Source: an optimization exercise on an open RTL-to-GDS flow (aim: small area). Production flows keep margins and buffers that such runs may drop. In this exercise RTL edits were held to simulation tests only and were not proved equivalent to the original. Power and IR drop assume default switching activity.

==> module segdisplay, before the edit <==
module segdisplay(
    input [13:0] nb,
    input myclk,
    input rst,
    output [7:0] seg,
    output [3:0] an
    );
    localparam [15:0] TQ = 16'h0a0f, T2 = 16'h7272, T1 = 16'hee11, T0 = 16'hff19;
    localparam [15:0] K2 = 16'h5f5a, K1 = 16'h0072, K0 = 16'ha54b;
    localparam [7:0] IQ = 8'he0, I2 = 8'ha5, I1 = 8'h63, I0 = 8'h73;
    localparam [15:0] D0 = 16'h7270, D1 = 16'hb031, D2 = 16'h30f4, D3 = 16'h7272, D4 = 16'hfafa, D5 = 16'h32fe, D6 = 16'h3332;
    wire [2:0] c0 = {nb[13], nb[12], nb[11]};
    wire q0 = IQ[c0];  wire [2:0] s0 = {I2[c0], I1[c0], I0[c0]};
    wire [3:0] c1 = {s0, nb[10]};
    wire q1 = TQ[c1];  wire [2:0] s1 = {T2[c1], T1[c1], T0[c1]};
    wire [3:0] c2 = {s1, nb[9]};
    wire q2 = TQ[c2];  wire [2:0] s2 = {T2[c2], T1[c2], T0[c2]};
    wire [3:0] c3 = {s2, nb[8]};
    wire q3 = TQ[c3];  wire [2:0] s3 = {T2[c3], T1[c3], T0[c3]};
    wire [3:0] c4 = {s3, nb[7]};
    wire q4 = TQ[c4];  wire [2:0] s4 = {T2[c4], T1[c4], T0[c4]};
    wire [3:0] c5 = {s4, nb[6]};
    wire q5 = TQ[c5];  wire [2:0] s5 = {T2[c5], T1[c5], T0[c5]};
    wire [3:0] c6 = {s5, nb[5]};
    wire q6 = TQ[c6];  wire [2:0] s6 = {T2[c6], T1[c6], T0[c6]};
    wire [3:0] c7 = {s6, nb[4]};
    wire q7 = TQ[c7];  wire [2:0] s7 = {T2[c7], T1[c7], T0[c7]};
    wire [3:0] c8 = {s7, nb[3]};
    wire q8 = TQ[c8];  wire [2:0] s8 = {T2[c8], T1[c8], T0[c8]};
    wire [3:0] c9 = {s8, nb[2]};
    wire q9 = TQ[c9];  wire [2:0] s9 = {T2[c9], T1[c9], T0[c9]};
    wire [3:0] c10 = {s9, nb[1]};
    wire q10 = TQ[c10];  wire [2:0] s10 = {T2[c10], T1[c10], T0[c10]};
    wire [2:0] c11 = {q0, q1, q2};
    wire q11 = IQ[c11];  wire [2:0] s11 = {I2[c11], I1[c11], I0[c11]};
    wire [3:0] c12 = {s11, q3};
    wire q12 = TQ[c12];  wire [2:0] s12 = {T2[c12], T1[c12], T0[c12]};
    wire [3:0] c13 = {s12, q4};
    wire q13 = TQ[c13];  wire [2:0] s13 = {T2[c13], T1[c13], T0[c13]};
    wire [3:0] c14 = {s13, q5};
    wire q14 = TQ[c14];  wire [2:0] s14 = {T2[c14], T1[c14], T0[c14]};
    wire [3:0] c15 = {s14, q6};
    wire q15 = TQ[c15];  wire [2:0] s15 = {T2[c15], T1[c15], T0[c15]};
    wire [3:0] c16 = {s15, q7};
    wire q16 = TQ[c16];  wire [2:0] s16 = {T2[c16], T1[c16], T0[c16]};
    wire [3:0] c17 = {s16, q8};
    wire q17 = TQ[c17];  wire [2:0] s17 = {T2[c17], T1[c17], T0[c17]};
    wire [3:0] c18 = {s17, q9};
    wire q18 = TQ[c18];  wire [2:0] s18 = {T2[c18], T1[c18], T0[c18]};
    wire [2:0] c19 = {q11, q12, q13};
    wire q19 = IQ[c19];  wire [2:0] s19 = {I2[c19], I1[c19], I0[c19]};
    wire [3:0] c20 = {s19, q14};
    wire q20 = TQ[c20];  wire [2:0] s20 = {T2[c20], T1[c20], T0[c20]};
    wire [3:0] c21 = {s20, q15};
    wire q21 = TQ[c21];  wire [2:0] s21 = {T2[c21], T1[c21], T0[c21]};
    wire [3:0] c22 = {s21, q16};
    wire q22 = TQ[c22];  wire [2:0] s22 = {T2[c22], T1[c22], T0[c22]};
    wire [3:0] c23 = {s22, q17};
    wire q23 = TQ[c23];  wire [2:0] s23 = {T2[c23], T1[c23], T0[c23]};
    wire [2:0] c24 = {q19, q20, q21};
    wire [2:0] s24 = {I2[c24], I1[c24], I0[c24]};
    reg [2:0] ph;
    wire [3:0] an_r = {~(ph[2] & ph[1]), ~(ph[2] & ~ph[1] & ~ph[0]), ~(ph[1] & ph[0]), ~(ph[2] & ph[0])};
    reg [3:0] d;       
    reg [3:0] pd;      
    reg [4:0] sel;    
    always @(*) begin
        if (!an_r[3]) sel = {s17, q9, q10};
        else if (!an_r[0]) sel = {s22, q17, q18};
        else if (!an_r[1]) sel = {s24, q22, q23};
        else sel = {s9, nb[1], nb[0]};
    end
    wire [3:0] cs = sel[4:1];
    wire [3:0] dig = {K2[cs], K1[cs], K0[cs], sel[0]};
    wire clr = rst | (ph == 3'b000);
    always @(posedge myclk) begin
        if (rst) ph <= 3'b000;
        else ph <= {~(ph[2] & ph[0]), ~ph[1], ph[2] & (ph[1] | ph[0])};
        d[3] <= dig[3];
        pd[3] <= d[3];
        d[2] <= dig[2];
        pd[2] <= clr ? 1'b1 : d[2];
        d[1] <= dig[1];
        pd[1] <= clr ? 1'b0 : d[1];
        d[0] <= dig[0];
        pd[0] <= d[0];
    end
    wire blank = pd[2] & ~pd[1];
    assign seg = {blank | D0[pd], blank | D1[pd], blank | D2[pd], blank | D3[pd], blank | D4[pd], blank | D5[pd], blank | D6[pd], 1'b1};
    assign an = an_r;
endmodule
export LEC_CHECK = 0
export ABC_AREA = 1
export CAP_MARGIN = 20
export CORE_MARGIN = 2
export CORE_UTILIZATION = 40
export SLEW_MARGIN = 20
create_clock -name core_clock -period 100.0 [get_ports {myclk}]
standard.sh (not shown) runs the stock make flow with config.mk's settings and CLKGATE_MAP_FILE= SYNTH_SCRIPT=/design/flow/synth_recipe.tcl, a recipe that flattens the netlist after the stock synthesis.
==> flow/flow/run.sh <==
#!/bin/bash
# Layout flow: the standard flow (standard.sh) with these changes:
#  - synthesis runs the standard flow's own script, but ABC maps with an area-oriented
#    script (flow/abc.script) and Yosys's adder extraction is off;
#  - ports are buffered with the smallest buffer (buf_1);
#  - the clock tree uses clkbuf_2 and no dummy loads.
# The full output goes to standard.log; ORFS keeps each step's log in orfs/logs.
set -euo pipefail
here=$(pwd)
export MY_FLOW_DIR=$here/flow
export MY_ABC_SCRIPT=$here/flow/abc.script
bash standard.sh SYNTH_SCRIPT=$here/flow/synth.tcl ADDER_MAP_FILE= \
  "BUFFER_PORTS_ARGS=-buffer_cell sky130_fd_sc_hd__buf_1" \
  "CTS_ARGS=-sink_clustering_enable -repair_clock_nets -dont_use_dummy_load -sink_clustering_size 30 -sink_clustering_max_diameter 200 -buf_list sky130_fd_sc_hd__clkbuf_2" \
  finish > $here/standard.log 2>&1
==> flow/flow/abc.script <==
strash
&get -n
&deepsyn -T 20
&put
dch
amap
mfs3 -ae -R 4
topo
stime -c
==> flow/flow/synth.tcl <==
# The standard flow's synthesis (synth_recipe.tcl), with ABC run on flow/abc.script
proc abc {args} {
  set i [lsearch -exact $args -script]
  if { $i >= 0 } { lset args [expr {$i + 1}] $::env(MY_ABC_SCRIPT) }
  puts "abc with area script: $args"
  yosys abc {*}$args
}
source $::env(MY_FLOW_DIR)/../synth_recipe.tcl
Change:
--- a/flow/design.v
+++ b/flow/design.v
@@ -7,9 +7,8 @@
     output [3:0] an
     );
     localparam [15:0] TQ = 16'h0a0f, T2 = 16'h7272, T1 = 16'hee11, T0 = 16'hff19;
-    localparam [15:0] K2 = 16'h5f5a, K1 = 16'h0072, K0 = 16'ha54b;
     localparam [7:0] IQ = 8'he0, I2 = 8'ha5, I1 = 8'h63, I0 = 8'h73;
-    localparam [15:0] D0 = 16'h7270, D1 = 16'hb031, D2 = 16'h30f4, D3 = 16'h7272, D4 = 16'hfafa, D5 = 16'h32fe, D6 = 16'h3332;
+    localparam [15:0] D0 = 16'hb130, D1 = 16'h3231, D2 = 16'h3070, D3 = 16'hb132, D4 = 16'hbbba, D5 = 16'hb0f2, D6 = 16'hf032;
     wire [2:0] c0 = {nb[13], nb[12], nb[11]};
     wire q0 = IQ[c0];  wire [2:0] s0 = {I2[c0], I1[c0], I0[c0]};
     wire [3:0] c1 = {s0, nb[10]};
@@ -72,17 +71,16 @@
         else sel = {s9, nb[1], nb[0]};
     end
     wire [3:0] cs = sel[4:1];
-    wire [3:0] dig = {K2[cs], K1[cs], K0[cs], sel[0]};
-    wire clr = rst | (ph == 3'b000);
+    wire [3:0] dig = {T2[cs], T1[cs], T0[cs], sel[0]};
     always @(posedge myclk) begin
         if (rst) ph <= 3'b000;
         else ph <= {~(ph[2] & ph[0]), ~ph[1], ph[2] & (ph[1] | ph[0])};
         d[3] <= dig[3];
         pd[3] <= d[3];
-        d[2] <= dig[2];
-        pd[2] <= clr ? 1'b1 : d[2];
-        d[1] <= dig[1];
-        pd[1] <= clr ? 1'b0 : d[1];
+        d[2] <= rst ? 1'b1 : dig[2];
+        pd[2] <= rst ? 1'b1 : d[2];
+        d[1] <= rst ? 1'b0 : dig[1];
+        pd[1] <= rst ? 1'b0 : d[1];
         d[0] <= dig[0];
         pd[0] <= d[0];
     end
After rerunning: Via count stays flat. Total power increases by roughly a tenth. Worst hold slack hardly moves. Cell area increases by a few percent. Clock-buffer cell count does not change. Clock power stays flat. Global-route usage decreases by 0.32 points.

========
Setup of the previous run:
The RTL this note starts from:
==> flow/design.v <==
`timescale 1ns / 1ps
module segdisplay(
    input [13:0] nb,
    input myclk,
    input rst,
    output [7:0] seg,
    output [3:0] an
    );
    localparam [15:0] TQ = 16'he0e0, T2 = 16'h804c, T1 = 16'h93cc, T0 = 16'h50fa;
    localparam [15:0] K2 = 16'h8c04, K1 = 16'hb5b5, K0 = 16'hd796;
    localparam [7:0] IQ = 8'he0, I2 = 8'h8c, I1 = 8'h9c, I0 = 8'h5a;
    localparam [15:0] D0 = 16'h7720, D1 = 16'hb301, D2 = 16'h3f04, D3 = 16'h7722, D4 = 16'hffaa, D5 = 16'h3f2e, D6 = 16'h3332;
    wire [2:0] c0 = {nb[13], nb[12], nb[11]};
    wire q0 = IQ[c0];  wire [2:0] s0 = {I2[c0], I1[c0], I0[c0]};
    wire [3:0] c1 = {s0, nb[10]};
    wire q1 = TQ[c1];  wire [2:0] s1 = {T2[c1], T1[c1], T0[c1]};
    wire [3:0] c2 = {s1, nb[9]};
    wire q2 = TQ[c2];  wire [2:0] s2 = {T2[c2], T1[c2], T0[c2]};
    wire [3:0] c3 = {s2, nb[8]};
    wire q3 = TQ[c3];  wire [2:0] s3 = {T2[c3], T1[c3], T0[c3]};
    wire [3:0] c4 = {s3, nb[7]};
    wire q4 = TQ[c4];  wire [2:0] s4 = {T2[c4], T1[c4], T0[c4]};
    wire [3:0] c5 = {s4, nb[6]};
    wire q5 = TQ[c5];  wire [2:0] s5 = {T2[c5], T1[c5], T0[c5]};
    wire [3:0] c6 = {s5, nb[5]};
    wire q6 = TQ[c6];  wire [2:0] s6 = {T2[c6], T1[c6], T0[c6]};
    wire [3:0] c7 = {s6, nb[4]};
    wire q7 = TQ[c7];  wire [2:0] s7 = {T2[c7], T1[c7], T0[c7]};
    wire [3:0] c8 = {s7, nb[3]};
    wire q8 = TQ[c8];  wire [2:0] s8 = {T2[c8], T1[c8], T0[c8]};
    wire [3:0] c9 = {s8, nb[2]};
    wire q9 = TQ[c9];  wire [2:0] s9 = {T2[c9], T1[c9], T0[c9]};
    wire [3:0] c10 = {s9, nb[1]};
    wire q10 = TQ[c10];  wire [2:0] s10 = {T2[c10], T1[c10], T0[c10]};
    wire [2:0] c11 = {q0, q1, q2};
    wire q11 = IQ[c11];  wire [2:0] s11 = {I2[c11], I1[c11], I0[c11]};
    wire [3:0] c12 = {s11, q3};
    wire q12 = TQ[c12];  wire [2:0] s12 = {T2[c12], T1[c12], T0[c12]};
    wire [3:0] c13 = {s12, q4};
    wire q13 = TQ[c13];  wire [2:0] s13 = {T2[c13], T1[c13], T0[c13]};
    wire [3:0] c14 = {s13, q5};
    wire q14 = TQ[c14];  wire [2:0] s14 = {T2[c14], T1[c14], T0[c14]};
    wire [3:0] c15 = {s14, q6};
    wire q15 = TQ[c15];  wire [2:0] s15 = {T2[c15], T1[c15], T0[c15]};
    wire [3:0] c16 = {s15, q7};
    wire q16 = TQ[c16];  wire [2:0] s16 = {T2[c16], T1[c16], T0[c16]};
    wire [3:0] c17 = {s16, q8};
    wire q17 = TQ[c17];  wire [2:0] s17 = {T2[c17], T1[c17], T0[c17]};
    wire [3:0] c18 = {s17, q9};
    wire q18 = TQ[c18];  wire [2:0] s18 = {T2[c18], T1[c18], T0[c18]};
    wire [2:0] c19 = {q11, q12, q13};
    wire q19 = IQ[c19];  wire [2:0] s19 = {I2[c19], I1[c19], I0[c19]};
    wire [3:0] c20 = {s19, q14};
    wire q20 = TQ[c20];  wire [2:0] s20 = {T2[c20], T1[c20], T0[c20]};
    wire [3:0] c21 = {s20, q15};
    wire q21 = TQ[c21];  wire [2:0] s21 = {T2[c21], T1[c21], T0[c21]};
    wire [3:0] c22 = {s21, q16};
    wire q22 = TQ[c22];  wire [2:0] s22 = {T2[c22], T1[c22], T0[c22]};
    wire [3:0] c23 = {s22, q17};
    wire q23 = TQ[c23];  wire [2:0] s23 = {T2[c23], T1[c23], T0[c23]};
    wire [2:0] c24 = {q19, q20, q21};
    wire [2:0] s24 = {I2[c24], I1[c24], I0[c24]};
    reg [2:0] ph;
    wire [3:0] an_r = {~(~ph[1] & ph[0]), ~(ph[2] & ~ph[1] & ~ph[0]), ~(ph[1] & ph[0]), ~(ph[1] & ~ph[0])};
    reg [3:0] d;       
    reg [3:0] pd;      
    reg [4:0] sel;    
    always @(*) begin
        case (ph[1:0])
            2'd1: sel = {s17, q9, q10};
            2'd2: sel = {s22, q17, q18};
            2'd3: sel = {s24, q22, q23};
            default: sel = {s9, nb[1], nb[0]};
        endcase
    end
    wire [3:0] cs = sel[4:1];
    wire [3:0] dig = {K2[cs], K1[cs], K0[cs], sel[0]};
    always @(posedge myclk) begin
        if (rst) ph <= 3'b000;
        else ph <= {ph[1] & ph[0], ph[1:0] + 2'd1};
        d[3] <= rst ? 1'b1 : dig[3];
        pd[3] <= rst ? 1'b1 : d[3];
        d[2] <= dig[2];
        pd[2] <= d[2];
        d[1] <= rst ? 1'b0 : dig[1];
        pd[1] <= rst ? 1'b0 : d[1];
        d[0] <= dig[0];
        pd[0] <= d[0];
    end
    wire blank = pd[3] & ~pd[1];
    assign seg = {blank | D0[pd], blank | D1[pd], blank | D2[pd], blank | D3[pd], blank | D4[pd], blank | D5[pd], blank | D6[pd], 1'b1};
    assign an = an_r;
endmodule
==> flow/config.mk <==
export PLATFORM = sky130hd
export DESIGN_NAME = segdisplay
export DESIGN_NICKNAME = segdisplay
export VERILOG_FILES = /design/flow/design.v
export SDC_FILE = /design/flow/constraint.sdc
export NUM_CORES = 4
export LEC_CHECK = 0
export ABC_AREA = 1
export CAP_MARGIN = 20
export CORE_MARGIN = 2
export CORE_UTILIZATION = 40
export SLEW_MARGIN = 20
==> flow/constraint.sdc <==
create_clock -name core_clock -period 100.0 [get_ports {myclk}]
set_input_delay 20.0000 -clock core_clock [delete_from_list [all_inputs] [get_ports {myclk}]]
set_output_delay 20.0000 -clock core_clock [all_outputs]
set_load 0.01 [all_outputs]
==> flow/flow/abc.script <==
strash
&get -n
&deepsyn -J 30 -T 300
&put
dch
amap
mfs3 -ae -R 4
topo
stime -c
Scripts as last shown in full above: flow/flow/run.sh, flow/flow/synth.tcl
--- input diff the previous run..the current run ---
--- a/flow/design.v
+++ b/flow/design.v
@@ -4,14 +4,14 @@
     input myclk,
     input rst,
     output [7:0] seg,
     output [3:0] an
     );
-    localparam [15:0] TQ = 16'he0e0, T2 = 16'h804c, T1 = 16'h93cc, T0 = 16'h50fa;
-    localparam [15:0] K2 = 16'h8c04, K1 = 16'hb5b5, K0 = 16'hd796;
-    localparam [7:0] IQ = 8'he0, I2 = 8'h8c, I1 = 8'h9c, I0 = 8'h5a;
-    localparam [15:0] D0 = 16'h7720, D1 = 16'hb301, D2 = 16'h3f04, D3 = 16'h7722, D4 = 16'hffaa, D5 = 16'h3f2e, D6 = 16'h3332;
+    localparam [15:0] TQ = 16'h0a0f, T2 = 16'h7272, T1 = 16'hee11, T0 = 16'hff19;
+    localparam [15:0] K2 = 16'h5f5a, K1 = 16'h0072, K0 = 16'ha54b;
+    localparam [7:0] IQ = 8'he0, I2 = 8'ha5, I1 = 8'h63, I0 = 8'h73;
+    localparam [15:0] D0 = 16'h7270, D1 = 16'hb031, D2 = 16'h30f4, D3 = 16'h7272, D4 = 16'hfafa, D5 = 16'h32fe, D6 = 16'h3332;
     wire [2:0] c0 = {nb[13], nb[12], nb[11]};
     wire q0 = IQ[c0];  wire [2:0] s0 = {I2[c0], I1[c0], I0[c0]};
     wire [3:0] c1 = {s0, nb[10]};
     wire q1 = TQ[c1];  wire [2:0] s1 = {T2[c1], T1[c1], T0[c1]};
     wire [3:0] c2 = {s1, nb[9]};
@@ -59,35 +59,33 @@
     wire [3:0] c23 = {s22, q17};
     wire q23 = TQ[c23];  wire [2:0] s23 = {T2[c23], T1[c23], T0[c23]};
     wire [2:0] c24 = {q19, q20, q21};
     wire [2:0] s24 = {I2[c24], I1[c24], I0[c24]};
     reg [2:0] ph;
-    wire [3:0] an_r = {~(~ph[1] & ph[0]), ~(ph[2] & ~ph[1] & ~ph[0]), ~(ph[1] & ph[0]), ~(ph[1] & ~ph[0])};
+    wire [3:0] an_r = {~(ph[2] & ph[1]), ~(ph[2] & ~ph[1] & ~ph[0]), ~(ph[1] & ph[0]), ~(ph[2] & ph[0])};
     reg [3:0] d;       
     reg [3:0] pd;      
     reg [4:0] sel;    
     always @(*) begin
-        case (ph[1:0])
-            2'd1: sel = {s17, q9, q10};
-            2'd2: sel = {s22, q17, q18};
-            2'd3: sel = {s24, q22, q23};
-            default: sel = {s9, nb[1], nb[0]};
-        endcase
+        if (!an_r[3]) sel = {s17, q9, q10};
+        else if (!an_r[0]) sel = {s22, q17, q18};
+        else if (!an_r[1]) sel = {s24, q22, q23};
+        else sel = {s9, nb[1], nb[0]};
     end
     wire [3:0] cs = sel[4:1];
     wire [3:0] dig = {K2[cs], K1[cs], K0[cs], sel[0]};
     always @(posedge myclk) begin
         if (rst) ph <= 3'b000;
-        else ph <= {ph[1] & ph[0], ph[1:0] + 2'd1};
-        d[3] <= rst ? 1'b1 : dig[3];
-        pd[3] <= rst ? 1'b1 : d[3];
-        d[2] <= dig[2];
-        pd[2] <= d[2];
+        else ph <= {~(ph[2] & ph[0]), ~ph[1], ph[2] & (ph[1] | ph[0])};
+        d[3] <= dig[3];
+        pd[3] <= d[3];
+        d[2] <= rst ? 1'b1 : dig[2];
+        pd[2] <= rst ? 1'b1 : d[2];
         d[1] <= rst ? 1'b0 : dig[1];
         pd[1] <= rst ? 1'b0 : d[1];
         d[0] <= dig[0];
         pd[0] <= d[0];
     end
-    wire blank = pd[3] & ~pd[1];
+    wire blank = pd[2] & ~pd[1];
     assign seg = {blank | D0[pd], blank | D1[pd], blank | D2[pd], blank | D3[pd], blank | D4[pd], blank | D5[pd], blank | D6[pd], 1'b1};
     assign an = an_r;
 endmodule
Results
- The current run against the previous run: via-per-instance ratio picked up an extra about 3%; first-iteration DRC count picked up an extra 1; overall power lost about 0.6%; clock network fraction of total power neither gained nor lost much.
- Average cell area after synthesis in the current run vs the previous run: up about 4%
- Clock skew, the previous run and the current run: larger value in the current run
- Diff the previous run -> the current run: number of instances in the synthesized netlist saw a decrease, met2 layer usage reported by global route saw a decrease, worst-case setup margin in the final layout saw a decrease, cell count lower, synthesized-area fraction occupied by ao, oa, aoi and oai cells went up by 3.5 points.
- Required time of the critical path: the previous run and the current run compared, lower one is the previous run
- Reported for the previous run and the current run, number of buffers added for setup after CTS turned out identical to the last digit.

afterwards: timing with drivers on the ports:
The results above use ideal ports. As a check the final layouts listed here were re-extracted and re-timed, cells and wires unchanged. Step 1 assumes that a clkbuf_16 drives the clock port and a buf_2 every other input. Step 2, shift: input delay + t, output delay - t, t = (earliest + latest rising clock arrival at the registers) / 2. This alone moves slack from input paths to output paths. Slacks: ideal / step 1 / step 2; pairs: ideal / step 1.
run	t (ns)	slack for setup (ns)	clock arrival spread, ns
the first run of note 1	0.259	74.669 / 74.665 / 74.406	0.012 / 0.012
the second run of note 1	0.251	73.221 / 73.214 / 72.964	0.004 / 0.003
the previous run	0.261	75.409 / 75.404 / 75.144	0.003 / 0.003
the current run	0.259	74.942 / 74.939 / 74.680	0.019 / 0.018
After both steps every run listed still meets setup and hold. The setup slack of the previous run, which loses most, moves by -0.005 ns with the drivers and by -0.265 ns with both steps.
